What follows belongs to an exercise in optimizing a design on an open flow for small area, a short achievable clock period and few clock cycles per item; a production flow would make more cautious choices.
Function not checked in this run: the RTL went through the layout flow alone.

$ cat design/flow/config.mk
export PLATFORM = sky130hd
export DESIGN_NAME = fpm
export DESIGN_NICKNAME = fpm
export VERILOG_FILES = /design/flow/design.v
export SDC_FILE = /design/flow/constraint.sdc
export NUM_CORES = 4
export LEC_CHECK = 0
export CAP_MARGIN = 20
export CORE_MARGIN = 2
export CORE_UTILIZATION = 40
export SETUP_SLACK_MARGIN = 5
export SLEW_MARGIN = 20
export SYNTH_HIERARCHICAL = 1
$ cat design/flow/constraint.sdc
create_clock -name core_clock -period 9.0 [get_ports {clk}]
set_input_delay 1.8000 -clock core_clock [delete_from_list [all_inputs] [get_ports {clk}]]
set_output_delay 1.8000 -clock core_clock [all_outputs]
set_load 0.01 [all_outputs]
$ cat design/flow/design.v
`timescale 1ns / 1ps
module fpm(
  input clk,
  input rst,
  input [31:0] number_in,
  input number_a_valid,
  output number_a_ready,
  input number_b_valid,
  output number_b_ready,
  output [31:0] number_out,
  output result_valid
);
  reg phase;             
  reg nrm_a, nrm_b;      
  reg vx, vy, vz, vw;    
  reg slow;              
  reg rv;
  reg ar_q, br_q;        
  reg [31:0] ra, rb;
  reg        hb;         
  reg [23:0] mbq;        
  reg [4:0]  k;          
  reg [6:0]  bone, btwo, bneg;   
  reg [38:0] tsn, tcn;   
  reg        c13, stlo;  
  reg [9:0]  s1_e;       
  reg        s1_s, s1_nan, s1_inf, s1_zero, s1_slow;
  reg [25:0] sig;        
  reg [9:0]  e;          
  reg        le0;        
  reg        s2_s, s2_nan, s2_inf, s2_zero;
  reg [31:0] out;
  wire [7:0] ea = ra[30:23];
  wire [7:0] eb = rb[30:23];
  wire ha = |ea;
  wire hb_e = |eb;
  wire [23:0] ma = {ha, ra[22:0]};
  wire [23:0] mb = mbq;
  wire fa0 = ~|ra[22:0];
  wire fb0 = ~|rb[22:0];
  wire a_zero = ~ha & fa0;
  wire b_zero = ~hb_e & fb0;
  wire a_max = &ea;
  wire b_max = &eb;
  wire a_nan = a_max & ~fa0;
  wire b_nan = b_max & ~fb0;
  wire a_inf = a_max & fa0;
  wire b_inf = b_max & fb0;
  wire [7:0] ein = number_in[30:23];
  wire in_f0 = ~|number_in[22:0];
  wire in_sub = ~|ein & ~in_f0;
  wire in_spec = (~|ein & in_f0) | &ein;
  wire a_sub = ~ha & ~fa0;
  wire a_spec = a_zero | a_max;
  wire go_a = a_sub & ~in_sub & ~in_spec;
  wire go_b = in_sub & ~a_sub & ~a_spec;
  wire normalising = nrm_a | nrm_b;
  wire vx_next;
  wire a_fire = number_a_valid & ar_q;
  wire b_fire = number_b_valid & br_q;
  assign number_a_ready = ar_q;
  assign number_b_ready = br_q;
  assign result_valid = rv;
  assign number_out = out;
  assign vx_next = rst & ((b_fire & ~go_a & ~go_b) | (nrm_a & ra[22]) | (nrm_b & rb[22]));
  wire        hb_n = phase ? |ein : (hb | (nrm_b & rb[22]));
  wire        mb_keep = vx | nrm_a | nrm_b;
  wire [23:0] mb_n = phase ? {hb_n, number_in[22:0]} :
                     nrm_b ? {hb_n, rb[21:0], 1'b0} :
                     {hb, rb[22:0]} & {24{mb_keep}};
  wire [12:0] m_n = vx ? {2'b00, ma[23:13]} : (nrm_a ? {ra[11:0], 1'b0} : ra[12:0]);
  wire [14:0] m_x = {1'b0, m_n, 1'b0};
  wire [6:0] b_one, b_two, b_neg;
  genvar gi;
  generate
    for (gi = 0; gi < 7; gi = gi + 1) begin : g_booth
      assign b_one[gi] = m_x[2*gi+1] ^ m_x[2*gi];
      assign b_two[gi] = (m_x[2*gi+2] & ~m_x[2*gi+1] & ~m_x[2*gi]) |
                         (~m_x[2*gi+2] & m_x[2*gi+1] & m_x[2*gi]);
      assign b_neg[gi] = m_x[2*gi+2];
    end
  endgenerate
  wire [25:0] acc_s = ~tsn[38:13] & {26{~vx}};
  wire [25:0] acc_c = ~tcn[38:13] & {26{~vx}};
  wire [38:0] tree_sn, tree_cn;
  wire t1 = ~(((bone[0] & mb[0]) | (btwo[0] & 1'b0)) ^ bneg[0]);
  wire t2 = ~bneg[0];
  wire t3 = ~acc_s[0];
  wire t4 = ~acc_c[0];
  wire t5 = ~(((bone[0] & mb[1]) | (btwo[0] & mb[0])) ^ bneg[0]);
  wire t6 = ~acc_s[1];
  wire t7 = ~acc_c[1];
  wire t8 = ~(((bone[0] & mb[2]) | (btwo[0] & mb[1])) ^ bneg[0]);
  wire t9 = ~(((bone[1] & mb[0]) | (btwo[1] & 1'b0)) ^ bneg[1]);
  wire t10 = ~bneg[1];
  wire t11 = ~acc_s[2];
  wire t12 = ~acc_c[2];
  wire t13 = ~(((bone[0] & mb[3]) | (btwo[0] & mb[2])) ^ bneg[0]);
  wire t14 = ~(((bone[1] & mb[1]) | (btwo[1] & mb[0])) ^ bneg[1]);
  wire t15 = ~acc_s[3];
  wire t16 = ~acc_c[3];
  wire t17 = ~(((bone[0] & mb[4]) | (btwo[0] & mb[3])) ^ bneg[0]);
  wire t18 = ~(((bone[1] & mb[2]) | (btwo[1] & mb[1])) ^ bneg[1]);
  wire t19 = ~(((bone[2] & mb[0]) | (btwo[2] & 1'b0)) ^ bneg[2]);
  wire t20 = ~bneg[2];
  wire t21 = ~acc_s[4];
  wire t22 = ~acc_c[4];
  wire t23 = ~(((bone[0] & mb[5]) | (btwo[0] & mb[4])) ^ bneg[0]);
  wire t24 = ~(((bone[1] & mb[3]) | (btwo[1] & mb[2])) ^ bneg[1]);
  wire t25 = ~(((bone[2] & mb[1]) | (btwo[2] & mb[0])) ^ bneg[2]);
  wire t26 = ~acc_s[5];
  wire t27 = ~acc_c[5];
  wire t28 = ~(((bone[0] & mb[6]) | (btwo[0] & mb[5])) ^ bneg[0]);
  wire t29 = ~(((bone[1] & mb[4]) | (btwo[1] & mb[3])) ^ bneg[1]);
  wire t30 = ~(((bone[2] & mb[2]) | (btwo[2] & mb[1])) ^ bneg[2]);
  wire t31 = ~(((bone[3] & mb[0]) | (btwo[3] & 1'b0)) ^ bneg[3]);
  wire t32 = ~bneg[3];
  wire t33 = ~acc_s[6];
  wire t34 = ~acc_c[6];
  wire t35 = ~(((bone[0] & mb[7]) | (btwo[0] & mb[6])) ^ bneg[0]);
  wire t36 = ~(((bone[1] & mb[5]) | (btwo[1] & mb[4])) ^ bneg[1]);
  wire t37 = ~(((bone[2] & mb[3]) | (btwo[2] & mb[2])) ^ bneg[2]);
  wire t38 = ~(((bone[3] & mb[1]) | (btwo[3] & mb[0])) ^ bneg[3]);
  wire t39 = ~acc_s[7];
  wire t40 = ~acc_c[7];
  wire t41 = ~(((bone[0] & mb[8]) | (btwo[0] & mb[7])) ^ bneg[0]);
  wire t42 = ~(((bone[1] & mb[6]) | (btwo[1] & mb[5])) ^ bneg[1]);
  wire t43 = ~(((bone[2] & mb[4]) | (btwo[2] & mb[3])) ^ bneg[2]);
  wire t44 = ~(((bone[3] & mb[2]) | (btwo[3] & mb[1])) ^ bneg[3]);
  wire t45 = ~(((bone[4] & mb[0]) | (btwo[4] & 1'b0)) ^ bneg[4]);
  wire t46 = ~bneg[4];
  wire t47 = ~acc_s[8];
  wire t48 = ~acc_c[8];
  wire t49 = ~(((bone[0] & mb[9]) | (btwo[0] & mb[8])) ^ bneg[0]);
  wire t50 = ~(((bone[1] & mb[7]) | (btwo[1] & mb[6])) ^ bneg[1]);
  wire t51 = ~(((bone[2] & mb[5]) | (btwo[2] & mb[4])) ^ bneg[2]);
  wire t52 = ~(((bone[3] & mb[3]) | (btwo[3] & mb[2])) ^ bneg[3]);
  wire t53 = ~(((bone[4] & mb[1]) | (btwo[4] & mb[0])) ^ bneg[4]);
  wire t54 = ~acc_s[9];
  wire t55 = ~acc_c[9];
  wire t56 = ~(((bone[0] & mb[10]) | (btwo[0] & mb[9])) ^ bneg[0]);
  wire t57 = ~(((bone[1] & mb[8]) | (btwo[1] & mb[7])) ^ bneg[1]);
  wire t58 = ~(((bone[2] & mb[6]) | (btwo[2] & mb[5])) ^ bneg[2]);
  wire t59 = ~(((bone[3] & mb[4]) | (btwo[3] & mb[3])) ^ bneg[3]);
  wire t60 = ~(((bone[4] & mb[2]) | (btwo[4] & mb[1])) ^ bneg[4]);
  wire t61 = ~(((bone[5] & mb[0]) | (btwo[5] & 1'b0)) ^ bneg[5]);
  wire t62 = ~bneg[5];
  wire t63 = ~acc_s[10];
  wire t64 = ~acc_c[10];
  wire t65 = ~(((bone[0] & mb[11]) | (btwo[0] & mb[10])) ^ bneg[0]);
  wire t66 = ~(((bone[1] & mb[9]) | (btwo[1] & mb[8])) ^ bneg[1]);
  wire t67 = ~(((bone[2] & mb[7]) | (btwo[2] & mb[6])) ^ bneg[2]);
  wire t68 = ~(((bone[3] & mb[5]) | (btwo[3] & mb[4])) ^ bneg[3]);
  wire t69 = ~(((bone[4] & mb[3]) | (btwo[4] & mb[2])) ^ bneg[4]);
  wire t70 = ~(((bone[5] & mb[1]) | (btwo[5] & mb[0])) ^ bneg[5]);
  wire t71 = ~acc_s[11];
  wire t72 = ~acc_c[11];
  wire t73 = ~(((bone[0] & mb[12]) | (btwo[0] & mb[11])) ^ bneg[0]);
  wire t74 = ~(((bone[1] & mb[10]) | (btwo[1] & mb[9])) ^ bneg[1]);
  wire t75 = ~(((bone[2] & mb[8]) | (btwo[2] & mb[7])) ^ bneg[2]);
  wire t76 = ~(((bone[3] & mb[6]) | (btwo[3] & mb[5])) ^ bneg[3]);
  wire t77 = ~(((bone[4] & mb[4]) | (btwo[4] & mb[3])) ^ bneg[4]);
  wire t78 = ~(((bone[5] & mb[2]) | (btwo[5] & mb[1])) ^ bneg[5]);
  wire t79 = ~((((bone[6] & mb[0]) | (btwo[6] & 1'b0)) ^ bneg[6]) | acc_s[12]);
  wire t80 = ~(bneg[6] | acc_c[12]);
  wire t81 = ~(~vx);
  wire t82 = ~(((bone[0] & mb[13]) | (btwo[0] & mb[12])) ^ bneg[0]);
  wire t83 = ~(((bone[1] & mb[11]) | (btwo[1] & mb[10])) ^ bneg[1]);
  wire t84 = ~(((bone[2] & mb[9]) | (btwo[2] & mb[8])) ^ bneg[2]);
  wire t85 = ~(((bone[3] & mb[7]) | (btwo[3] & mb[6])) ^ bneg[3]);
  wire t86 = ~(((bone[4] & mb[5]) | (btwo[4] & mb[4])) ^ bneg[4]);
  wire t87 = ~(((bone[5] & mb[3]) | (btwo[5] & mb[2])) ^ bneg[5]);
  wire t88 = ~((((bone[6] & mb[1]) | (btwo[6] & mb[0])) ^ bneg[6]) | acc_s[13]);
  wire t89 = ~acc_c[13];
  wire t90 = ~(~vx);
  wire t91 = ~(((bone[0] & mb[14]) | (btwo[0] & mb[13])) ^ bneg[0]);
  wire t92 = ~(((bone[1] & mb[12]) | (btwo[1] & mb[11])) ^ bneg[1]);
  wire t93 = ~(((bone[2] & mb[10]) | (btwo[2] & mb[9])) ^ bneg[2]);
  wire t94 = ~(((bone[3] & mb[8]) | (btwo[3] & mb[7])) ^ bneg[3]);
  wire t95 = ~(((bone[4] & mb[6]) | (btwo[4] & mb[5])) ^ bneg[4]);
  wire t96 = ~(((bone[5] & mb[4]) | (btwo[5] & mb[3])) ^ bneg[5]);
  wire t97 = ~((((bone[6] & mb[2]) | (btwo[6] & mb[1])) ^ bneg[6]) | acc_s[14]);
  wire t98 = ~acc_c[14];
  wire t99 = ~(((bone[0] & mb[15]) | (btwo[0] & mb[14])) ^ bneg[0]);
  wire t100 = ~(((bone[1] & mb[13]) | (btwo[1] & mb[12])) ^ bneg[1]);
  wire t101 = ~(((bone[2] & mb[11]) | (btwo[2] & mb[10])) ^ bneg[2]);
  wire t102 = ~(((bone[3] & mb[9]) | (btwo[3] & mb[8])) ^ bneg[3]);
  wire t103 = ~(((bone[4] & mb[7]) | (btwo[4] & mb[6])) ^ bneg[4]);
  wire t104 = ~(((bone[5] & mb[5]) | (btwo[5] & mb[4])) ^ bneg[5]);
  wire t105 = ~((((bone[6] & mb[3]) | (btwo[6] & mb[2])) ^ bneg[6]) | acc_s[15]);
  wire t106 = ~acc_c[15];
  wire t107 = ~(~vx);
  wire t108 = ~(((bone[0] & mb[16]) | (btwo[0] & mb[15])) ^ bneg[0]);
  wire t109 = ~(((bone[1] & mb[14]) | (btwo[1] & mb[13])) ^ bneg[1]);
  wire t110 = ~(((bone[2] & mb[12]) | (btwo[2] & mb[11])) ^ bneg[2]);
  wire t111 = ~(((bone[3] & mb[10]) | (btwo[3] & mb[9])) ^ bneg[3]);
  wire t112 = ~(((bone[4] & mb[8]) | (btwo[4] & mb[7])) ^ bneg[4]);
  wire t113 = ~(((bone[5] & mb[6]) | (btwo[5] & mb[5])) ^ bneg[5]);
  wire t114 = ~((((bone[6] & mb[4]) | (btwo[6] & mb[3])) ^ bneg[6]) | acc_s[16]);
  wire t115 = ~acc_c[16];
  wire t116 = ~(((bone[0] & mb[17]) | (btwo[0] & mb[16])) ^ bneg[0]);
  wire t117 = ~(((bone[1] & mb[15]) | (btwo[1] & mb[14])) ^ bneg[1]);
  wire t118 = ~(((bone[2] & mb[13]) | (btwo[2] & mb[12])) ^ bneg[2]);
  wire t119 = ~(((bone[3] & mb[11]) | (btwo[3] & mb[10])) ^ bneg[3]);
  wire t120 = ~(((bone[4] & mb[9]) | (btwo[4] & mb[8])) ^ bneg[4]);
  wire t121 = ~(((bone[5] & mb[7]) | (btwo[5] & mb[6])) ^ bneg[5]);
  wire t122 = ~((((bone[6] & mb[5]) | (btwo[6] & mb[4])) ^ bneg[6]) | acc_s[17]);
  wire t123 = ~acc_c[17];
  wire t124 = ~(~vx);
  wire t125 = ~(((bone[0] & mb[18]) | (btwo[0] & mb[17])) ^ bneg[0]);
  wire t126 = ~(((bone[1] & mb[16]) | (btwo[1] & mb[15])) ^ bneg[1]);
  wire t127 = ~(((bone[2] & mb[14]) | (btwo[2] & mb[13])) ^ bneg[2]);
  wire t128 = ~(((bone[3] & mb[12]) | (btwo[3] & mb[11])) ^ bneg[3]);
  wire t129 = ~(((bone[4] & mb[10]) | (btwo[4] & mb[9])) ^ bneg[4]);
  wire t130 = ~(((bone[5] & mb[8]) | (btwo[5] & mb[7])) ^ bneg[5]);
  wire t131 = ~((((bone[6] & mb[6]) | (btwo[6] & mb[5])) ^ bneg[6]) | acc_s[18]);
  wire t132 = ~acc_c[18];
  wire t133 = ~(((bone[0] & mb[19]) | (btwo[0] & mb[18])) ^ bneg[0]);
  wire t134 = ~(((bone[1] & mb[17]) | (btwo[1] & mb[16])) ^ bneg[1]);
  wire t135 = ~(((bone[2] & mb[15]) | (btwo[2] & mb[14])) ^ bneg[2]);
  wire t136 = ~(((bone[3] & mb[13]) | (btwo[3] & mb[12])) ^ bneg[3]);
  wire t137 = ~(((bone[4] & mb[11]) | (btwo[4] & mb[10])) ^ bneg[4]);
  wire t138 = ~(((bone[5] & mb[9]) | (btwo[5] & mb[8])) ^ bneg[5]);
  wire t139 = ~((((bone[6] & mb[7]) | (btwo[6] & mb[6])) ^ bneg[6]) | acc_s[19]);
  wire t140 = ~acc_c[19];
  wire t141 = ~(~vx);
  wire t142 = ~(((bone[0] & mb[20]) | (btwo[0] & mb[19])) ^ bneg[0]);
  wire t143 = ~(((bone[1] & mb[18]) | (btwo[1] & mb[17])) ^ bneg[1]);
  wire t144 = ~(((bone[2] & mb[16]) | (btwo[2] & mb[15])) ^ bneg[2]);
  wire t145 = ~(((bone[3] & mb[14]) | (btwo[3] & mb[13])) ^ bneg[3]);
  wire t146 = ~(((bone[4] & mb[12]) | (btwo[4] & mb[11])) ^ bneg[4]);
  wire t147 = ~(((bone[5] & mb[10]) | (btwo[5] & mb[9])) ^ bneg[5]);
  wire t148 = ~((((bone[6] & mb[8]) | (btwo[6] & mb[7])) ^ bneg[6]) | acc_s[20]);
  wire t149 = ~acc_c[20];
  wire t150 = ~(((bone[0] & mb[21]) | (btwo[0] & mb[20])) ^ bneg[0]);
  wire t151 = ~(((bone[1] & mb[19]) | (btwo[1] & mb[18])) ^ bneg[1]);
  wire t152 = ~(((bone[2] & mb[17]) | (btwo[2] & mb[16])) ^ bneg[2]);
  wire t153 = ~(((bone[3] & mb[15]) | (btwo[3] & mb[14])) ^ bneg[3]);
  wire t154 = ~(((bone[4] & mb[13]) | (btwo[4] & mb[12])) ^ bneg[4]);
  wire t155 = ~(((bone[5] & mb[11]) | (btwo[5] & mb[10])) ^ bneg[5]);
  wire t156 = ~((((bone[6] & mb[9]) | (btwo[6] & mb[8])) ^ bneg[6]) | acc_s[21]);
  wire t157 = ~acc_c[21];
  wire t158 = ~(~vx);
  wire t159 = ~(((bone[0] & mb[22]) | (btwo[0] & mb[21])) ^ bneg[0]);
  wire t160 = ~(((bone[1] & mb[20]) | (btwo[1] & mb[19])) ^ bneg[1]);
  wire t161 = ~(((bone[2] & mb[18]) | (btwo[2] & mb[17])) ^ bneg[2]);
  wire t162 = ~(((bone[3] & mb[16]) | (btwo[3] & mb[15])) ^ bneg[3]);
  wire t163 = ~(((bone[4] & mb[14]) | (btwo[4] & mb[13])) ^ bneg[4]);
  wire t164 = ~(((bone[5] & mb[12]) | (btwo[5] & mb[11])) ^ bneg[5]);
  wire t165 = ~((((bone[6] & mb[10]) | (btwo[6] & mb[9])) ^ bneg[6]) | acc_s[22]);
  wire t166 = ~acc_c[22];
  wire t167 = ~(((bone[0] & mb[23]) | (btwo[0] & mb[22])) ^ bneg[0]);
  wire t168 = ~(((bone[1] & mb[21]) | (btwo[1] & mb[20])) ^ bneg[1]);
  wire t169 = ~(((bone[2] & mb[19]) | (btwo[2] & mb[18])) ^ bneg[2]);
  wire t170 = ~(((bone[3] & mb[17]) | (btwo[3] & mb[16])) ^ bneg[3]);
  wire t171 = ~(((bone[4] & mb[15]) | (btwo[4] & mb[14])) ^ bneg[4]);
  wire t172 = ~(((bone[5] & mb[13]) | (btwo[5] & mb[12])) ^ bneg[5]);
  wire t173 = ~((((bone[6] & mb[11]) | (btwo[6] & mb[10])) ^ bneg[6]) | acc_s[23]);
  wire t174 = ~acc_c[23];
  wire t175 = ~(~vx);
  wire t176 = ~(((bone[0] & 1'b0) | (btwo[0] & mb[23])) ^ bneg[0]);
  wire t177 = ~(((bone[1] & mb[22]) | (btwo[1] & mb[21])) ^ bneg[1]);
  wire t178 = ~(((bone[2] & mb[20]) | (btwo[2] & mb[19])) ^ bneg[2]);
  wire t179 = ~(((bone[3] & mb[18]) | (btwo[3] & mb[17])) ^ bneg[3]);
  wire t180 = ~(((bone[4] & mb[16]) | (btwo[4] & mb[15])) ^ bneg[4]);
  wire t181 = ~(((bone[5] & mb[14]) | (btwo[5] & mb[13])) ^ bneg[5]);
  wire t182 = ~((((bone[6] & mb[12]) | (btwo[6] & mb[11])) ^ bneg[6]) | acc_s[24]);
  wire t183 = ~acc_c[24];
  wire t184 = ~(~bneg[0]);
  wire t185 = ~(((bone[1] & mb[23]) | (btwo[1] & mb[22])) ^ bneg[1]);
  wire t186 = ~(((bone[2] & mb[21]) | (btwo[2] & mb[20])) ^ bneg[2]);
  wire t187 = ~(((bone[3] & mb[19]) | (btwo[3] & mb[18])) ^ bneg[3]);
  wire t188 = ~(((bone[4] & mb[17]) | (btwo[4] & mb[16])) ^ bneg[4]);
  wire t189 = ~(((bone[5] & mb[15]) | (btwo[5] & mb[14])) ^ bneg[5]);
  wire t190 = ~((((bone[6] & mb[13]) | (btwo[6] & mb[12])) ^ bneg[6]) | acc_s[25]);
  wire t191 = ~acc_c[25];
  wire t192 = ~(((bone[1] & 1'b0) | (btwo[1] & mb[23])) ^ bneg[1]);
  wire t193 = ~(((bone[2] & mb[22]) | (btwo[2] & mb[21])) ^ bneg[2]);
  wire t194 = ~(((bone[3] & mb[20]) | (btwo[3] & mb[19])) ^ bneg[3]);
  wire t195 = ~(((bone[4] & mb[18]) | (btwo[4] & mb[17])) ^ bneg[4]);
  wire t196 = ~(((bone[5] & mb[16]) | (btwo[5] & mb[15])) ^ bneg[5]);
  wire t197 = ~((((bone[6] & mb[14]) | (btwo[6] & mb[13])) ^ bneg[6]) | (~vx));
  wire t198 = ~(~bneg[1]);
  wire t199 = ~(((bone[2] & mb[23]) | (btwo[2] & mb[22])) ^ bneg[2]);
  wire t200 = ~(((bone[3] & mb[21]) | (btwo[3] & mb[20])) ^ bneg[3]);
  wire t201 = ~(((bone[4] & mb[19]) | (btwo[4] & mb[18])) ^ bneg[4]);
  wire t202 = ~(((bone[5] & mb[17]) | (btwo[5] & mb[16])) ^ bneg[5]);
  wire t203 = ~(((bone[6] & mb[15]) | (btwo[6] & mb[14])) ^ bneg[6]);
  wire t204 = ~(((bone[2] & 1'b0) | (btwo[2] & mb[23])) ^ bneg[2]);
  wire t205 = ~(((bone[3] & mb[22]) | (btwo[3] & mb[21])) ^ bneg[3]);
  wire t206 = ~(((bone[4] & mb[20]) | (btwo[4] & mb[19])) ^ bneg[4]);
  wire t207 = ~(((bone[5] & mb[18]) | (btwo[5] & mb[17])) ^ bneg[5]);
  wire t208 = ~((((bone[6] & mb[16]) | (btwo[6] & mb[15])) ^ bneg[6]) | (~vx));
  wire t209 = ~(~bneg[2]);
  wire t210 = ~(((bone[3] & mb[23]) | (btwo[3] & mb[22])) ^ bneg[3]);
  wire t211 = ~(((bone[4] & mb[21]) | (btwo[4] & mb[20])) ^ bneg[4]);
  wire t212 = ~(((bone[5] & mb[19]) | (btwo[5] & mb[18])) ^ bneg[5]);
  wire t213 = ~(((bone[6] & mb[17]) | (btwo[6] & mb[16])) ^ bneg[6]);
  wire t214 = ~(((bone[3] & 1'b0) | (btwo[3] & mb[23])) ^ bneg[3]);
  wire t215 = ~(((bone[4] & mb[22]) | (btwo[4] & mb[21])) ^ bneg[4]);
  wire t216 = ~(((bone[5] & mb[20]) | (btwo[5] & mb[19])) ^ bneg[5]);
  wire t217 = ~((((bone[6] & mb[18]) | (btwo[6] & mb[17])) ^ bneg[6]) | (~vx));
  wire t218 = ~(~bneg[3]);
  wire t219 = ~(((bone[4] & mb[23]) | (btwo[4] & mb[22])) ^ bneg[4]);
  wire t220 = ~(((bone[5] & mb[21]) | (btwo[5] & mb[20])) ^ bneg[5]);
  wire t221 = ~(((bone[6] & mb[19]) | (btwo[6] & mb[18])) ^ bneg[6]);
  wire t222 = ~(((bone[4] & 1'b0) | (btwo[4] & mb[23])) ^ bneg[4]);
  wire t223 = ~(((bone[5] & mb[22]) | (btwo[5] & mb[21])) ^ bneg[5]);
  wire t224 = ~((((bone[6] & mb[20]) | (btwo[6] & mb[19])) ^ bneg[6]) | (~vx));
  wire t225 = ~(~bneg[4]);
  wire t226 = ~(((bone[5] & mb[23]) | (btwo[5] & mb[22])) ^ bneg[5]);
  wire t227 = ~(((bone[6] & mb[21]) | (btwo[6] & mb[20])) ^ bneg[6]);
  wire t228 = ~(((bone[5] & 1'b0) | (btwo[5] & mb[23])) ^ bneg[5]);
  wire t229 = ~((((bone[6] & mb[22]) | (btwo[6] & mb[21])) ^ bneg[6]) | (~vx));
  wire t230 = ~(~bneg[5]);
  wire t231 = ~(((bone[6] & mb[23]) | (btwo[6] & mb[22])) ^ bneg[6]);
  wire t232 = ~(((bone[6] & 1'b0) | (btwo[6] & mb[23])) ^ bneg[6]);
  wire t233 = ~(~bneg[6]);
  wire t234, t235;
  fpm_fa u_t234 (.a(t28), .b(t29), .c(1'b1), .s(t234), .co(t235));
  wire t236, t237;
  fpm_fa u_t236 (.a(t35), .b(t36), .c(1'b1), .s(t236), .co(t237));
  wire t238, t239;
  fpm_fa u_t238 (.a(t41), .b(t42), .c(t43), .s(t238), .co(t239));
  wire t240, t241;
  fpm_fa u_t240 (.a(t44), .b(t45), .c(1'b1), .s(t240), .co(t241));
  wire t242, t243;
  fpm_fa u_t242 (.a(t49), .b(t50), .c(t51), .s(t242), .co(t243));
  wire t244, t245;
  fpm_fa u_t244 (.a(t52), .b(t53), .c(1'b1), .s(t244), .co(t245));
  wire t246, t247;
  fpm_fa u_t246 (.a(t56), .b(t57), .c(t58), .s(t246), .co(t247));
  wire t248, t249;
  fpm_fa u_t248 (.a(t59), .b(t60), .c(t61), .s(t248), .co(t249));
  wire t250, t251;
  fpm_fa u_t250 (.a(t62), .b(t63), .c(1'b1), .s(t250), .co(t251));
  wire t252, t253;
  fpm_fa u_t252 (.a(t65), .b(t66), .c(t67), .s(t252), .co(t253));
  wire t254, t255;
  fpm_fa u_t254 (.a(t68), .b(t69), .c(t70), .s(t254), .co(t255));
  wire t256, t257;
  fpm_fa u_t256 (.a(t71), .b(t72), .c(1'b1), .s(t256), .co(t257));
  wire t258, t259;
  fpm_fa u_t258 (.a(t73), .b(t74), .c(t75), .s(t258), .co(t259));
  wire t260, t261;
  fpm_fa u_t260 (.a(t76), .b(t77), .c(t78), .s(t260), .co(t261));
  wire t262, t263;
  fpm_fa u_t262 (.a(t79), .b(t80), .c(t81), .s(t262), .co(t263));
  wire t264, t265;
  fpm_fa u_t264 (.a(t82), .b(t83), .c(t84), .s(t264), .co(t265));
  wire t266, t267;
  fpm_fa u_t266 (.a(t85), .b(t86), .c(t87), .s(t266), .co(t267));
  wire t268, t269;
  fpm_fa u_t268 (.a(t88), .b(t89), .c(t90), .s(t268), .co(t269));
  wire t270, t271;
  fpm_fa u_t270 (.a(t91), .b(t92), .c(t93), .s(t270), .co(t271));
  wire t272, t273;
  fpm_fa u_t272 (.a(t94), .b(t95), .c(t96), .s(t272), .co(t273));
  wire t274, t275;
  fpm_fa u_t274 (.a(t97), .b(t98), .c(1'b1), .s(t274), .co(t275));
  wire t276, t277;
  fpm_fa u_t276 (.a(t99), .b(t100), .c(t101), .s(t276), .co(t277));
  wire t278, t279;
  fpm_fa u_t278 (.a(t102), .b(t103), .c(t104), .s(t278), .co(t279));
  wire t280, t281;
  fpm_fa u_t280 (.a(t105), .b(t106), .c(t107), .s(t280), .co(t281));
  wire t282, t283;
  fpm_fa u_t282 (.a(t108), .b(t109), .c(t110), .s(t282), .co(t283));
  wire t284, t285;
  fpm_fa u_t284 (.a(t111), .b(t112), .c(t113), .s(t284), .co(t285));
  wire t286, t287;
  fpm_fa u_t286 (.a(t114), .b(t115), .c(1'b1), .s(t286), .co(t287));
  wire t288, t289;
  fpm_fa u_t288 (.a(t116), .b(t117), .c(t118), .s(t288), .co(t289));
  wire t290, t291;
  fpm_fa u_t290 (.a(t119), .b(t120), .c(t121), .s(t290), .co(t291));
  wire t292, t293;
  fpm_fa u_t292 (.a(t122), .b(t123), .c(t124), .s(t292), .co(t293));
  wire t294, t295;
  fpm_fa u_t294 (.a(t125), .b(t126), .c(t127), .s(t294), .co(t295));
  wire t296, t297;
  fpm_fa u_t296 (.a(t128), .b(t129), .c(t130), .s(t296), .co(t297));
  wire t298, t299;
  fpm_fa u_t298 (.a(t131), .b(t132), .c(1'b1), .s(t298), .co(t299));
  wire t300, t301;
  fpm_fa u_t300 (.a(t133), .b(t134), .c(t135), .s(t300), .co(t301));
  wire t302, t303;
  fpm_fa u_t302 (.a(t136), .b(t137), .c(t138), .s(t302), .co(t303));
  wire t304, t305;
  fpm_fa u_t304 (.a(t139), .b(t140), .c(t141), .s(t304), .co(t305));
  wire t306, t307;
  fpm_fa u_t306 (.a(t142), .b(t143), .c(t144), .s(t306), .co(t307));
  wire t308, t309;
  fpm_fa u_t308 (.a(t145), .b(t146), .c(t147), .s(t308), .co(t309));
  wire t310, t311;
  fpm_fa u_t310 (.a(t148), .b(t149), .c(1'b1), .s(t310), .co(t311));
  wire t312, t313;
  fpm_fa u_t312 (.a(t150), .b(t151), .c(t152), .s(t312), .co(t313));
  wire t314, t315;
  fpm_fa u_t314 (.a(t153), .b(t154), .c(t155), .s(t314), .co(t315));
  wire t316, t317;
  fpm_fa u_t316 (.a(t156), .b(t157), .c(t158), .s(t316), .co(t317));
  wire t318, t319;
  fpm_fa u_t318 (.a(t159), .b(t160), .c(t161), .s(t318), .co(t319));
  wire t320, t321;
  fpm_fa u_t320 (.a(t162), .b(t163), .c(t164), .s(t320), .co(t321));
  wire t322, t323;
  fpm_fa u_t322 (.a(t165), .b(t166), .c(1'b1), .s(t322), .co(t323));
  wire t324, t325;
  fpm_fa u_t324 (.a(t167), .b(t168), .c(t169), .s(t324), .co(t325));
  wire t326, t327;
  fpm_fa u_t326 (.a(t170), .b(t171), .c(t172), .s(t326), .co(t327));
  wire t328, t329;
  fpm_fa u_t328 (.a(t173), .b(t174), .c(t175), .s(t328), .co(t329));
  wire t330, t331;
  fpm_fa u_t330 (.a(t176), .b(t177), .c(t178), .s(t330), .co(t331));
  wire t332, t333;
  fpm_fa u_t332 (.a(t179), .b(t180), .c(t181), .s(t332), .co(t333));
  wire t334, t335;
  fpm_fa u_t334 (.a(t182), .b(t183), .c(1'b1), .s(t334), .co(t335));
  wire t336, t337;
  fpm_fa u_t336 (.a(t184), .b(t185), .c(t186), .s(t336), .co(t337));
  wire t338, t339;
  fpm_fa u_t338 (.a(t187), .b(t188), .c(t189), .s(t338), .co(t339));
  wire t340, t341;
  fpm_fa u_t340 (.a(t190), .b(t191), .c(1'b1), .s(t340), .co(t341));
  wire t342, t343;
  fpm_fa u_t342 (.a(t192), .b(t193), .c(t194), .s(t342), .co(t343));
  wire t344, t345;
  fpm_fa u_t344 (.a(t195), .b(t196), .c(1'b1), .s(t344), .co(t345));
  wire t346, t347;
  fpm_fa u_t346 (.a(t198), .b(t199), .c(t200), .s(t346), .co(t347));
  wire t348, t349;
  fpm_fa u_t348 (.a(t8), .b(t9), .c(1'b1), .s(t348), .co(t349));
  wire t350, t351;
  fpm_fa u_t350 (.a(t13), .b(t14), .c(1'b1), .s(t350), .co(t351));
  wire t352, t353;
  fpm_fa u_t352 (.a(t17), .b(t18), .c(t19), .s(t352), .co(t353));
  wire t354, t355;
  fpm_fa u_t354 (.a(t20), .b(t21), .c(1'b1), .s(t354), .co(t355));
  wire t356, t357;
  fpm_fa u_t356 (.a(t23), .b(t24), .c(t25), .s(t356), .co(t357));
  wire t358, t359;
  fpm_fa u_t358 (.a(t26), .b(t27), .c(1'b1), .s(t358), .co(t359));
  wire t360, t361;
  fpm_fa u_t360 (.a(t234), .b(t30), .c(t31), .s(t360), .co(t361));
  wire t362, t363;
  fpm_fa u_t362 (.a(t32), .b(t33), .c(t34), .s(t362), .co(t363));
  wire t364, t365;
  fpm_fa u_t364 (.a(t235), .b(t236), .c(t37), .s(t364), .co(t365));
  wire t366, t367;
  fpm_fa u_t366 (.a(t38), .b(t39), .c(t40), .s(t366), .co(t367));
  wire t368, t369;
  fpm_fa u_t368 (.a(t237), .b(t238), .c(t240), .s(t368), .co(t369));
  wire t370, t371;
  fpm_fa u_t370 (.a(t46), .b(t47), .c(t48), .s(t370), .co(t371));
  wire t372, t373;
  fpm_fa u_t372 (.a(t239), .b(t241), .c(t242), .s(t372), .co(t373));
  wire t374, t375;
  fpm_fa u_t374 (.a(t244), .b(t54), .c(t55), .s(t374), .co(t375));
  wire t376, t377;
  fpm_fa u_t376 (.a(t243), .b(t245), .c(t246), .s(t376), .co(t377));
  wire t378, t379;
  fpm_fa u_t378 (.a(t248), .b(t250), .c(t64), .s(t378), .co(t379));
  wire t380, t381;
  fpm_fa u_t380 (.a(t247), .b(t249), .c(t251), .s(t380), .co(t381));
  wire t382, t383;
  fpm_fa u_t382 (.a(t252), .b(t254), .c(t256), .s(t382), .co(t383));
  wire t384, t385;
  fpm_fa u_t384 (.a(t253), .b(t255), .c(t257), .s(t384), .co(t385));
  wire t386, t387;
  fpm_fa u_t386 (.a(t258), .b(t260), .c(t262), .s(t386), .co(t387));
  wire t388, t389;
  fpm_fa u_t388 (.a(t259), .b(t261), .c(t263), .s(t388), .co(t389));
  wire t390, t391;
  fpm_fa u_t390 (.a(t264), .b(t266), .c(t268), .s(t390), .co(t391));
  wire t392, t393;
  fpm_fa u_t392 (.a(t265), .b(t267), .c(t269), .s(t392), .co(t393));
  wire t394, t395;
  fpm_fa u_t394 (.a(t270), .b(t272), .c(t274), .s(t394), .co(t395));
  wire t396, t397;
  fpm_fa u_t396 (.a(t271), .b(t273), .c(t275), .s(t396), .co(t397));
  wire t398, t399;
  fpm_fa u_t398 (.a(t276), .b(t278), .c(t280), .s(t398), .co(t399));
  wire t400, t401;
  fpm_fa u_t400 (.a(t277), .b(t279), .c(t281), .s(t400), .co(t401));
  wire t402, t403;
  fpm_fa u_t402 (.a(t282), .b(t284), .c(t286), .s(t402), .co(t403));
  wire t404, t405;
  fpm_fa u_t404 (.a(t283), .b(t285), .c(t287), .s(t404), .co(t405));
  wire t406, t407;
  fpm_fa u_t406 (.a(t288), .b(t290), .c(t292), .s(t406), .co(t407));
  wire t408, t409;
  fpm_fa u_t408 (.a(t289), .b(t291), .c(t293), .s(t408), .co(t409));
  wire t410, t411;
  fpm_fa u_t410 (.a(t294), .b(t296), .c(t298), .s(t410), .co(t411));
  wire t412, t413;
  fpm_fa u_t412 (.a(t295), .b(t297), .c(t299), .s(t412), .co(t413));
  wire t414, t415;
  fpm_fa u_t414 (.a(t300), .b(t302), .c(t304), .s(t414), .co(t415));
  wire t416, t417;
  fpm_fa u_t416 (.a(t301), .b(t303), .c(t305), .s(t416), .co(t417));
  wire t418, t419;
  fpm_fa u_t418 (.a(t306), .b(t308), .c(t310), .s(t418), .co(t419));
  wire t420, t421;
  fpm_fa u_t420 (.a(t307), .b(t309), .c(t311), .s(t420), .co(t421));
  wire t422, t423;
  fpm_fa u_t422 (.a(t312), .b(t314), .c(t316), .s(t422), .co(t423));
  wire t424, t425;
  fpm_fa u_t424 (.a(t313), .b(t315), .c(t317), .s(t424), .co(t425));
  wire t426, t427;
  fpm_fa u_t426 (.a(t318), .b(t320), .c(t322), .s(t426), .co(t427));
  wire t428, t429;
  fpm_fa u_t428 (.a(t319), .b(t321), .c(t323), .s(t428), .co(t429));
  wire t430, t431;
  fpm_fa u_t430 (.a(t324), .b(t326), .c(t328), .s(t430), .co(t431));
  wire t432, t433;
  fpm_fa u_t432 (.a(t325), .b(t327), .c(t329), .s(t432), .co(t433));
  wire t434, t435;
  fpm_fa u_t434 (.a(t330), .b(t332), .c(t334), .s(t434), .co(t435));
  wire t436, t437;
  fpm_fa u_t436 (.a(t331), .b(t333), .c(t335), .s(t436), .co(t437));
  wire t438, t439;
  fpm_fa u_t438 (.a(t336), .b(t338), .c(t340), .s(t438), .co(t439));
  wire t440, t441;
  fpm_fa u_t440 (.a(t337), .b(t339), .c(t341), .s(t440), .co(t441));
  wire t442, t443;
  fpm_fa u_t442 (.a(t342), .b(t344), .c(t197), .s(t442), .co(t443));
  wire t444, t445;
  fpm_fa u_t444 (.a(t343), .b(t345), .c(t346), .s(t444), .co(t445));
  wire t446, t447;
  fpm_fa u_t446 (.a(t201), .b(t202), .c(t203), .s(t446), .co(t447));
  wire t448, t449;
  fpm_fa u_t448 (.a(t347), .b(t204), .c(t205), .s(t448), .co(t449));
  wire t450, t451;
  fpm_fa u_t450 (.a(t206), .b(t207), .c(t208), .s(t450), .co(t451));
  wire t452, t453;
  fpm_fa u_t452 (.a(t209), .b(t210), .c(t211), .s(t452), .co(t453));
  wire t454, t455;
  fpm_fa u_t454 (.a(t212), .b(t213), .c(1'b1), .s(t454), .co(t455));
  wire t456, t457;
  fpm_fa u_t456 (.a(t214), .b(t215), .c(t216), .s(t456), .co(t457));
  wire t458, t459;
  fpm_fa u_t458 (.a(t218), .b(t219), .c(1'b1), .s(t458), .co(t459));
  wire t460, t461;
  fpm_fa u_t460 (.a(t1), .b(t2), .c(1'b1), .s(t460), .co(t461));
  wire t462, t463;
  fpm_fa u_t462 (.a(t5), .b(t6), .c(1'b1), .s(t462), .co(t463));
  wire t464, t465;
  fpm_fa u_t464 (.a(t348), .b(t10), .c(t11), .s(t464), .co(t465));
  wire t466, t467;
  fpm_fa u_t466 (.a(t349), .b(t350), .c(t15), .s(t466), .co(t467));
  wire t468, t469;
  fpm_fa u_t468 (.a(t351), .b(t352), .c(t354), .s(t468), .co(t469));
  wire t470, t471;
  fpm_fa u_t470 (.a(t353), .b(t355), .c(t356), .s(t470), .co(t471));
  wire t472, t473;
  fpm_fa u_t472 (.a(t357), .b(t359), .c(t360), .s(t472), .co(t473));
  wire t474, t475;
  fpm_fa u_t474 (.a(t361), .b(t363), .c(t364), .s(t474), .co(t475));
  wire t476, t477;
  fpm_fa u_t476 (.a(t365), .b(t367), .c(t368), .s(t476), .co(t477));
  wire t478, t479;
  fpm_fa u_t478 (.a(t369), .b(t371), .c(t372), .s(t478), .co(t479));
  wire t480, t481;
  fpm_fa u_t480 (.a(t373), .b(t375), .c(t376), .s(t480), .co(t481));
  wire t482, t483;
  fpm_fa u_t482 (.a(t377), .b(t379), .c(t380), .s(t482), .co(t483));
  wire t484, t485;
  fpm_fa u_t484 (.a(t381), .b(t383), .c(t384), .s(t484), .co(t485));
  wire t486, t487;
  fpm_fa u_t486 (.a(t385), .b(t387), .c(t388), .s(t486), .co(t487));
  wire t488, t489;
  fpm_fa u_t488 (.a(t389), .b(t391), .c(t392), .s(t488), .co(t489));
  wire t490, t491;
  fpm_fa u_t490 (.a(t393), .b(t395), .c(t396), .s(t490), .co(t491));
  wire t492, t493;
  fpm_fa u_t492 (.a(t397), .b(t399), .c(t400), .s(t492), .co(t493));
  wire t494, t495;
  fpm_fa u_t494 (.a(t401), .b(t403), .c(t404), .s(t494), .co(t495));
  wire t496, t497;
  fpm_fa u_t496 (.a(t405), .b(t407), .c(t408), .s(t496), .co(t497));
  wire t498, t499;
  fpm_fa u_t498 (.a(t409), .b(t411), .c(t412), .s(t498), .co(t499));
  wire t500, t501;
  fpm_fa u_t500 (.a(t413), .b(t415), .c(t416), .s(t500), .co(t501));
  wire t502, t503;
  fpm_fa u_t502 (.a(t417), .b(t419), .c(t420), .s(t502), .co(t503));
  wire t504, t505;
  fpm_fa u_t504 (.a(t421), .b(t423), .c(t424), .s(t504), .co(t505));
  wire t506, t507;
  fpm_fa u_t506 (.a(t425), .b(t427), .c(t428), .s(t506), .co(t507));
  wire t508, t509;
  fpm_fa u_t508 (.a(t429), .b(t431), .c(t432), .s(t508), .co(t509));
  wire t510, t511;
  fpm_fa u_t510 (.a(t433), .b(t435), .c(t436), .s(t510), .co(t511));
  wire t512, t513;
  fpm_fa u_t512 (.a(t437), .b(t439), .c(t440), .s(t512), .co(t513));
  wire t514, t515;
  fpm_fa u_t514 (.a(t441), .b(t443), .c(t444), .s(t514), .co(t515));
  wire t516, t517;
  fpm_fa u_t516 (.a(t445), .b(t447), .c(t448), .s(t516), .co(t517));
  wire t518, t519;
  fpm_fa u_t518 (.a(t449), .b(t451), .c(t452), .s(t518), .co(t519));
  wire t520, t521;
  fpm_fa u_t520 (.a(t453), .b(t455), .c(t456), .s(t520), .co(t521));
  wire t522, t523;
  fpm_fa u_t522 (.a(t457), .b(t458), .c(t220), .s(t522), .co(t523));
  wire t524, t525;
  fpm_fa u_t524 (.a(t459), .b(t222), .c(t223), .s(t524), .co(t525));
  wire t526, t527;
  fpm_fa u_t526 (.a(t225), .b(t226), .c(1'b1), .s(t526), .co(t527));
  wire t528, t529;
  fpm_fa u_t528 (.a(t460), .b(t3), .c(1'b1), .s(t528), .co(t529));
  wire t530, t531;
  fpm_fa u_t530 (.a(t461), .b(t462), .c(t7), .s(t530), .co(t531));
  wire t532, t533;
  fpm_fa u_t532 (.a(t463), .b(t464), .c(t12), .s(t532), .co(t533));
  wire t534, t535;
  fpm_fa u_t534 (.a(t465), .b(t466), .c(t16), .s(t534), .co(t535));
  wire t536, t537;
  fpm_fa u_t536 (.a(t467), .b(t468), .c(t22), .s(t536), .co(t537));
  wire t538, t539;
  fpm_fa u_t538 (.a(t469), .b(t470), .c(t358), .s(t538), .co(t539));
  wire t540, t541;
  fpm_fa u_t540 (.a(t471), .b(t472), .c(t362), .s(t540), .co(t541));
  wire t542, t543;
  fpm_fa u_t542 (.a(t473), .b(t474), .c(t366), .s(t542), .co(t543));
  wire t544, t545;
  fpm_fa u_t544 (.a(t475), .b(t476), .c(t370), .s(t544), .co(t545));
  wire t546, t547;
  fpm_fa u_t546 (.a(t477), .b(t478), .c(t374), .s(t546), .co(t547));
  wire t548, t549;
  fpm_fa u_t548 (.a(t479), .b(t480), .c(t378), .s(t548), .co(t549));
  wire t550, t551;
  fpm_fa u_t550 (.a(t481), .b(t482), .c(t382), .s(t550), .co(t551));
  wire t552, t553;
  fpm_fa u_t552 (.a(t483), .b(t484), .c(t386), .s(t552), .co(t553));
  wire t554, t555;
  fpm_fa u_t554 (.a(t485), .b(t486), .c(t390), .s(t554), .co(t555));
  wire t556, t557;
  fpm_fa u_t556 (.a(t487), .b(t488), .c(t394), .s(t556), .co(t557));
  wire t558, t559;
  fpm_fa u_t558 (.a(t489), .b(t490), .c(t398), .s(t558), .co(t559));
  wire t560, t561;
  fpm_fa u_t560 (.a(t491), .b(t492), .c(t402), .s(t560), .co(t561));
  wire t562, t563;
  fpm_fa u_t562 (.a(t493), .b(t494), .c(t406), .s(t562), .co(t563));
  wire t564, t565;
  fpm_fa u_t564 (.a(t495), .b(t496), .c(t410), .s(t564), .co(t565));
  wire t566, t567;
  fpm_fa u_t566 (.a(t497), .b(t498), .c(t414), .s(t566), .co(t567));
  wire t568, t569;
  fpm_fa u_t568 (.a(t499), .b(t500), .c(t418), .s(t568), .co(t569));
  wire t570, t571;
  fpm_fa u_t570 (.a(t501), .b(t502), .c(t422), .s(t570), .co(t571));
  wire t572, t573;
  fpm_fa u_t572 (.a(t503), .b(t504), .c(t426), .s(t572), .co(t573));
  wire t574, t575;
  fpm_fa u_t574 (.a(t505), .b(t506), .c(t430), .s(t574), .co(t575));
  wire t576, t577;
  fpm_fa u_t576 (.a(t507), .b(t508), .c(t434), .s(t576), .co(t577));
  wire t578, t579;
  fpm_fa u_t578 (.a(t509), .b(t510), .c(t438), .s(t578), .co(t579));
  wire t580, t581;
  fpm_fa u_t580 (.a(t511), .b(t512), .c(t442), .s(t580), .co(t581));
  wire t582, t583;
  fpm_fa u_t582 (.a(t513), .b(t514), .c(t446), .s(t582), .co(t583));
  wire t584, t585;
  fpm_fa u_t584 (.a(t515), .b(t516), .c(t450), .s(t584), .co(t585));
  wire t586, t587;
  fpm_fa u_t586 (.a(t517), .b(t518), .c(t454), .s(t586), .co(t587));
  wire t588, t589;
  fpm_fa u_t588 (.a(t519), .b(t520), .c(t217), .s(t588), .co(t589));
  wire t590, t591;
  fpm_fa u_t590 (.a(t521), .b(t522), .c(t221), .s(t590), .co(t591));
  wire t592, t593;
  fpm_fa u_t592 (.a(t523), .b(t524), .c(t224), .s(t592), .co(t593));
  wire t594, t595;
  fpm_fa u_t594 (.a(t525), .b(t526), .c(t227), .s(t594), .co(t595));
  wire t596, t597;
  fpm_fa u_t596 (.a(t527), .b(t228), .c(t229), .s(t596), .co(t597));
  wire t598, t599;
  fpm_fa u_t598 (.a(t230), .b(t231), .c(1'b1), .s(t598), .co(t599));
  assign tree_sn = {1'b1, t233, t599, t597, t595, t593, t591, t589, t587, t585, t583, t581, t579, t577, t575, t573, t571, t569, t567, t565, t563, t561, t559, t557, t555, t553, t551, t549, t547, t545, t543, t541, t539, t537, t535, t533, t531, t529, t528};
  assign tree_cn = {1'b1, 1'b1, t232, t598, t596, t594, t592, t590, t588, t586, t584, t582, t580, t578, t576, t574, t572, t570, t568, t566, t564, t562, t560, t558, t556, t554, t552, t550, t548, t546, t544, t542, t540, t538, t536, t534, t532, t530, t4};
  wire [9:0] ex = {2'b00, ea | {7'd0, ~ha}} + {2'b00, eb | {7'd0, ~hb_e}} - 10'd126 - {5'd0, k};
  wire x_nan = a_nan | b_nan | (a_inf & b_zero) | (b_inf & a_zero);
  wire x_inf = (a_inf | b_inf) & ~x_nan;
  wire x_zero = (a_zero | b_zero) & ~x_nan & ~x_inf;
  wire [13:0] lo = {1'b0, ~tsn[12:0]} + {1'b0, ~tcn[12:0]};
  wire [34:0] phn = tsn[34:0] + tcn[34:0] + {34'd0, ~c13};
  wire [34:0] ph = ~phn;   
  wire        p47 = ph[34];
  wire [25:0] sig_z = p47 ? {ph[34:10], stlo | |ph[9:0]} : {ph[33:9], stlo | |ph[8:0]};
  wire [9:0]  s1_em1 = s1_e - 10'd1;
  wire [9:0]  e_z = p47 ? s1_e : s1_em1;
  wire        le0_z = p47 ? (s1_e[9] | (s1_e == 10'd0)) : (s1_em1[9] | (s1_em1 == 10'd0));
  wire busy = vw & ~s2_nan & ~s2_inf & ~s2_zero & le0;
  wire [22:0] mant = sig[24:2];
  wire        inc  = sig[1] & (sig[0] | mant[0]);
  wire [9:0]  fe   = e & {10{sig[25]}};
  wire [32:0] rnd  = {fe, mant} + {32'd0, inc};
  wire        ovf  = rnd[32:23] >= 10'd255;
  wire [31:0] res_w = s2_nan  ? {s2_s, 31'h7fc00000} :
                      s2_zero ? {s2_s, 31'd0} :
                      (s2_inf | ovf) ? {s2_s, 8'hff, 23'd0} :
                      {s2_s, rnd[30:0]};
  wire phase_n = a_fire | (phase & ~b_fire);
  wire nrm_a_n = b_fire ? go_a : (nrm_a & ~ra[22]);
  wire nrm_b_n = b_fire ? go_b : (nrm_b & ~rb[22]);
  wire [8:0] esum = {1'b0, ea | {7'd0, ~ha}} + {1'b0, eb | {7'd0, ~hb_e}};
  wire slow_set = vx & ((k != 5'd0) | (esum <= 9'd127));
  wire slow_n = slow_set | (slow & ~(vw & ~busy & ~vx & ~vy & ~vz & ~normalising));
  always @(posedge clk) begin
    if (ar_q)
      ra <= number_in;
    else if (nrm_a) begin
      ra[22:0] <= {ra[21:0], 1'b0};
      if (ra[22]) ra[30:23] <= 8'd1;
    end
    if (phase)
      rb <= number_in;
    else if (nrm_b) begin
      rb[22:0] <= {rb[21:0], 1'b0};
      if (rb[22]) rb[30:23] <= 8'd1;
    end
    if (phase)
      k <= 5'd0;
    else if (normalising)
      k <= k + 5'd1;
    if (vx) begin
      s1_e <= ex;
      s1_s <= (ra[31] ^ rb[31]) & ~(a_nan | b_nan);
      s1_nan <= x_nan;
      s1_inf <= x_inf;
      s1_zero <= x_zero;
    end
    tsn <= tree_sn;
    tcn <= tree_cn;
    c13 <= lo[13];
    stlo <= |lo[12:0];
    bone <= b_one;
    btwo <= b_two;
    bneg <= b_neg;
    mbq <= mb_n;
    hb <= hb_n;
    if (!busy) begin
      sig <= sig_z;
      e <= e_z;
      le0 <= le0_z;
      s2_s <= s1_s;
    end else begin
      sig <= {1'b0, sig[25:2], sig[1] | sig[0]};
      e <= e + 10'd1;
      le0 <= e[9];
    end
    s2_nan <= s1_nan & ~busy;
    s2_inf <= s1_inf & ~busy;
    s2_zero <= s1_zero & ~busy;
    out <= res_w;
    if (rst == 0) begin
      phase <= 1'b0;
      nrm_a <= 1'b0;
      nrm_b <= 1'b0;
      vx <= 1'b0;
      vy <= 1'b0;
      vz <= 1'b0;
      vw <= 1'b0;
      slow <= 1'b0;
      rv <= 1'b0;
      ar_q <= 1'b1;      
      br_q <= 1'b0;
    end else begin
      phase <= phase_n;
      nrm_a <= nrm_a_n;
      nrm_b <= nrm_b_n;
      vx <= vx_next;
      vy <= vx;
      vz <= vy;
      vw <= vz | busy;
      rv <= vw & ~busy;
      slow <= slow_n;
      ar_q <= ~phase_n & ~nrm_a_n & ~nrm_b_n;
      br_q <= phase_n & ~slow_n;
    end
  end
endmodule
module fpm_fa(input a, input b, input c, output s, output co);
  assign s = a ^ b ^ c;
  assign co = (a & b) | (a & c) | (b & c);
endmodule
$ cat design/flow/flow/run.sh
#!/bin/bash
set -euo pipefail
bash standard.sh SETUP_SLACK_MARGIN=5.75 BUFFER_PORTS_ARGS=-buffer_cell\ sky130_fd_sc_hd__buf_2 CTS_ARGS=-sink_clustering_enable\ -repair_clock_nets\ -dont_use_dummy_load\ -buf_list\ sky130_fd_sc_hd__clkbuf_8\ -sink_clustering_size\ 25 finish > standard.log 2>&1
$ cat design/flow/standard.sh
#!/bin/bash
# synth_recipe.tcl (not shown) runs the flow's synth.tcl, then flattens the netlist and writes it again
# the make line also repeats each setting of config.mk as NAME=value (left out here)
make -C /OpenROAD-flow-scripts/flow DESIGN_CONFIG=/design/flow/config.mk WORK_HOME=/design/flow/orfs CLKGATE_MAP_FILE= SYNTH_SCRIPT=/design/flow/synth_recipe.tcl "${@:-finish}"
==> metrics.md <==
| Metric | Value |
|---|---|
| IO Port Bufs | `70` |
| Nature of the critical path startpoint | `register` |
| Period utilization | `0.367` |
| Max-slew headroom | `0.348` |
| Most common cell after layout, fill and taps aside | `xnor2_1` |
| Min-delay worst type | `register to register` |
| Top cells by area, synth | `dfxtp_1 20%, fa_1 19%, edfxtp_1 11%, xnor2_1 9.1%, a22oi_1 5.3%` |
| H-tree depth | `2` |
| Sum Neg Setup Slack | `0 ns` |
| Drt initial violations | `about 1,200` |
| Uppermost routed layer | `met4` |
| CP arrival | `3.85 ns` |
| Final count of hold timing violations | `0` |
| Fin Hold WS | `0.348 ns` |
| Latest clock arrival within the worst-skew pair | `0.65 ns` |
| Pins over their slew limit | `0` |
| CP Capture Type | `register` |
| Library cells used by synthesis | `a little under 80` |
| Number of global-route vias before repair | `roughly 16,000` |
| Synth top area share | `0.201` |
| Max-cap violations | `0` |
| Root buf cell | `clkbuf_8` |
| Largest net degree at the start of global routing | `61` |
| First-pass GRT wire length | `90,300 um` |
| Cells after synthesis | `2,029` |
| Clk buf depth | `3` |
| Worst-path clk slew | `0.06 ns` |
| Synth async-reset ratio | `0` |
| Register bit count reported by yosys | `about 290` |
| Final WS setup | `5.70 ns` |
| TritonRoute pass-1 iters | `5` |
| Drc violations | `0` |
| GPL Wtd Cong | `0.902` |
| Final nets | `roughly 2,400` |
| CTS buffer count | `52` |
| Core Region | `between 50,000 and 60,000 um2` |
| CTS tree | `built` |
| # setup viols final | `0` |
| Outcome | `timing/DRC/antenna clean` |
| Layout cells sized above 1 | `0.175` |
| Area of the multi-input gates | `13,800 um2` |
| Starting density of the core | `0.405` |
| Via Count | `~16,000` |
| Gr usage total | `0.215` |
| Seq/Total Area, Yosys | `0.315` |
| WL met3 | `~4500 um` |
| Area Growth Syn to Fin | `11.9%` |
| Number of synthesized flops with an enable pin | `79` |
| Worst Skew | `0.0877 ns` |
| Post-DP HPWL | `40,500 um` |
| Netlist Area Pre-Place | `roughly 21,000 um2` |
| I/O pin count | `71` |
| Critical setup path kind | `register to register` |
| Main flop type after synthesis | `dfxtp_1` |
| Remaining global-route overflow | `0` |
| Final ANT Viol Nets | `0` |
| RSZ-0062 raised after global routing | `true` |
| Metal2 WL | `27,500 um` |
| Die width | `232 um` |
| Synth Area per Inst | `10.3 um2` |
| Row count | `83` |
| Die H | `232 um` |
| Register area | `6660 um2` |
| Drt via density | `5.67` |
| Worst-Margin Slew | `0.977 ns` |
| Fillers | `between 4,000 and 5,000` |
| Die ar. | `roughly 54,000 um2` |
| Crit path required time | `9.55 ns` |
| Dpl ws | `around 4.9 ns` |
| Crit Path Max Fanout | `8` |
| Mean routed wirelength per cell | `21.2 um` |
| Initial antenna violation count | `1` |
| Synth warn | `7` |
| Fmax | `a little over 300 MHz` |
| Most frequent cells in the layout | `216 x xnor2_1, 190 x fa_1, 175 x dfxtp_1` |
| Final wirelength | `58,900 um` |
| Synth area leader | `dfxtp_1` |
| Clk sink count | `288` |
| Post-layout minimum cycle time | `between 3 and 4 ns` |
| Met1 Routed Length | `24,500 um` |
-- routing by layer --
layer | global-route usage | up-vias
li1 | - | 7181
met1 | 0.284 | 7746
met2 | 0.348 | 713
met3 | 0.0344 | 155
met4 | 0.0913 | 0
met5 | 0 | -
-- what timing repair did --
action / 4_1_cts / 5_1_grt
cloned: 4 / 1
gates resized for setup: 61 / 79
pin swaps: 6 / 29
setup buffers: 13 / 19
setup endpoints to repair: 110 / 94
hold buffers: 0 / 0
-- synth_stat cells (16+ instances only) --
| library cell | n |
|---|---|
| a22o_1 | 24 |
| nand2_1 | 102 |
| ha_1 | 78 |
| mux2_1 | 16 |
| edfxtp_1 | 79 |
| a22oi_1 | 147 |
| mux2_2 | 44 |
| o21ai_1 | 16 |
| or2_2 | 38 |
| xor2_1 | 35 |
| inv_1 | 96 |
| clkbuf_1 | 88 |
| mux2i_1 | 18 |
| o21ai_0 | 39 |
| nand3_1 | 28 |
| a21oi_1 | 95 |
| and2_1 | 27 |
| buf_1 | 17 |
| nor2_1 | 138 |
| a21o_1 | 23 |
| fa_1 | 193 |
| nor3_1 | 17 |
| dfxtp_1 | 209 |
| nand4_1 | 26 |
| nor4_1 | 27 |
| xnor2_1 | 217 |
-- worst paths after layout --
check,from,end,slack [ns],depth (start not counted)
hold reg to reg,s2_s,out[31],0.35,0
hold / removal,s2_s,out[31],0.35,0
setup reg to reg,tsn[0],sig[13],5.70,14
setup / recovery,tsn[0],sig[13],5.70,14
-- worst max-delay path, stage by stage, from the launching register on --
cell,delay (ns)
dfxtp_2,0.33
fa_2,0.40
inv_2,0.07
fa_2,0.18
and2b_2,0.24
o31a_1,0.31
o211ai_2,0.29
a2111oi_4,0.11
buf_4,0.17
or3_4,0.35
nand3_4,0.12
buf_6,0.11
buf_12,0.12
mux2_1,0.32
a21oi_1,0.14
-- cells by family after synthesis --
group,Yosys count,synth area share
other,1,0.000180
buffers and inverters,226,0.0425
DFF,288,0.315
and+or+nand+nor,473,0.114
AOI/OAI and AO/OA,436,0.146
adders and majority gates,271,0.232
muxes,82,0.0440
xor gates and xnor gates,252,0.106
-- sequential cells by signal, summed over array words and instances, names as in the netlist, 5 cells and up --
| signal | cells |
|---|---|
| ra | 32 |
| btwo | 7 |
| bone | 7 |
| k | 5 |
| mbq | 24 |
| tsn | 37 |
| s1_e | 10 |
| e | 10 |
| out | 32 |
| rb | 32 |
| bneg | 6 |
| sig | 26 |
| tcn | 37 |
-- cell type report --
cell class,instances,share of cell area
Multi-Input combinational cell,1543,0.590
Sequential cell,288,0.286
Timing Repair Buffer,116,0.0383
Tap cell,680,0.0365
Clock buffer,52,0.0307
Inverter,104,0.0182
Antenna cell,1,0.000107
-- Yosys stat by module (local to each module, per instance) --
module / flops+latches / cells / times used / cell area [um2]
fpm: 288 / 1846 / 1 / 17200
fpm_fa: 0 / 1 / 183 / 20.0
-- through the flow --
| stage | area [um2] | util | instances |
|---|---|---|---|
| 2_1_floorplan | 21000 | - | 2055 |
| 3_3_place_gp | 21700 | 0.423 | 2694 |
| 3_5_place_dp | 21700 | 0.423 | 2694 |
| 4_1_cts | 22800 | 0.443 | 2763 |
| 5_1_grt | 23300 | 0.453 | 2784 |
| 6_report | 23300 | 0.453 | 2784 |

[static timing again, ports no longer ideal]
In the flow no input, the clock included, has a driving cell. The finished layout below was timed again as built, in two steps. Step 1: set_driving_cell puts a clkbuf_16 on clk and a buf_2 on each other input, an assumption about the parent block. Step 2 moves the port delays by t, midway between the first and last clock arrival at a register: inputs arrive t later, outputs are due t later. That takes back most of the time a late clock gives input paths. Slacks: ideal / step 1 / step 2; pairs: ideal / step 1.
t (ns): 0.654
setup slack, ns: 5.699 / 5.699 / 5.482
worst hold slack (ns): 0.348 / 0.348 / 0.348
worst setup path after step 2: input to register
latest minus earliest clock arrival (ns): 0.088 / 0.087
After both steps setup and hold are still met in this run. The setup slack of this run moves by 0.000 ns with the drivers and by -0.217 ns with both steps.
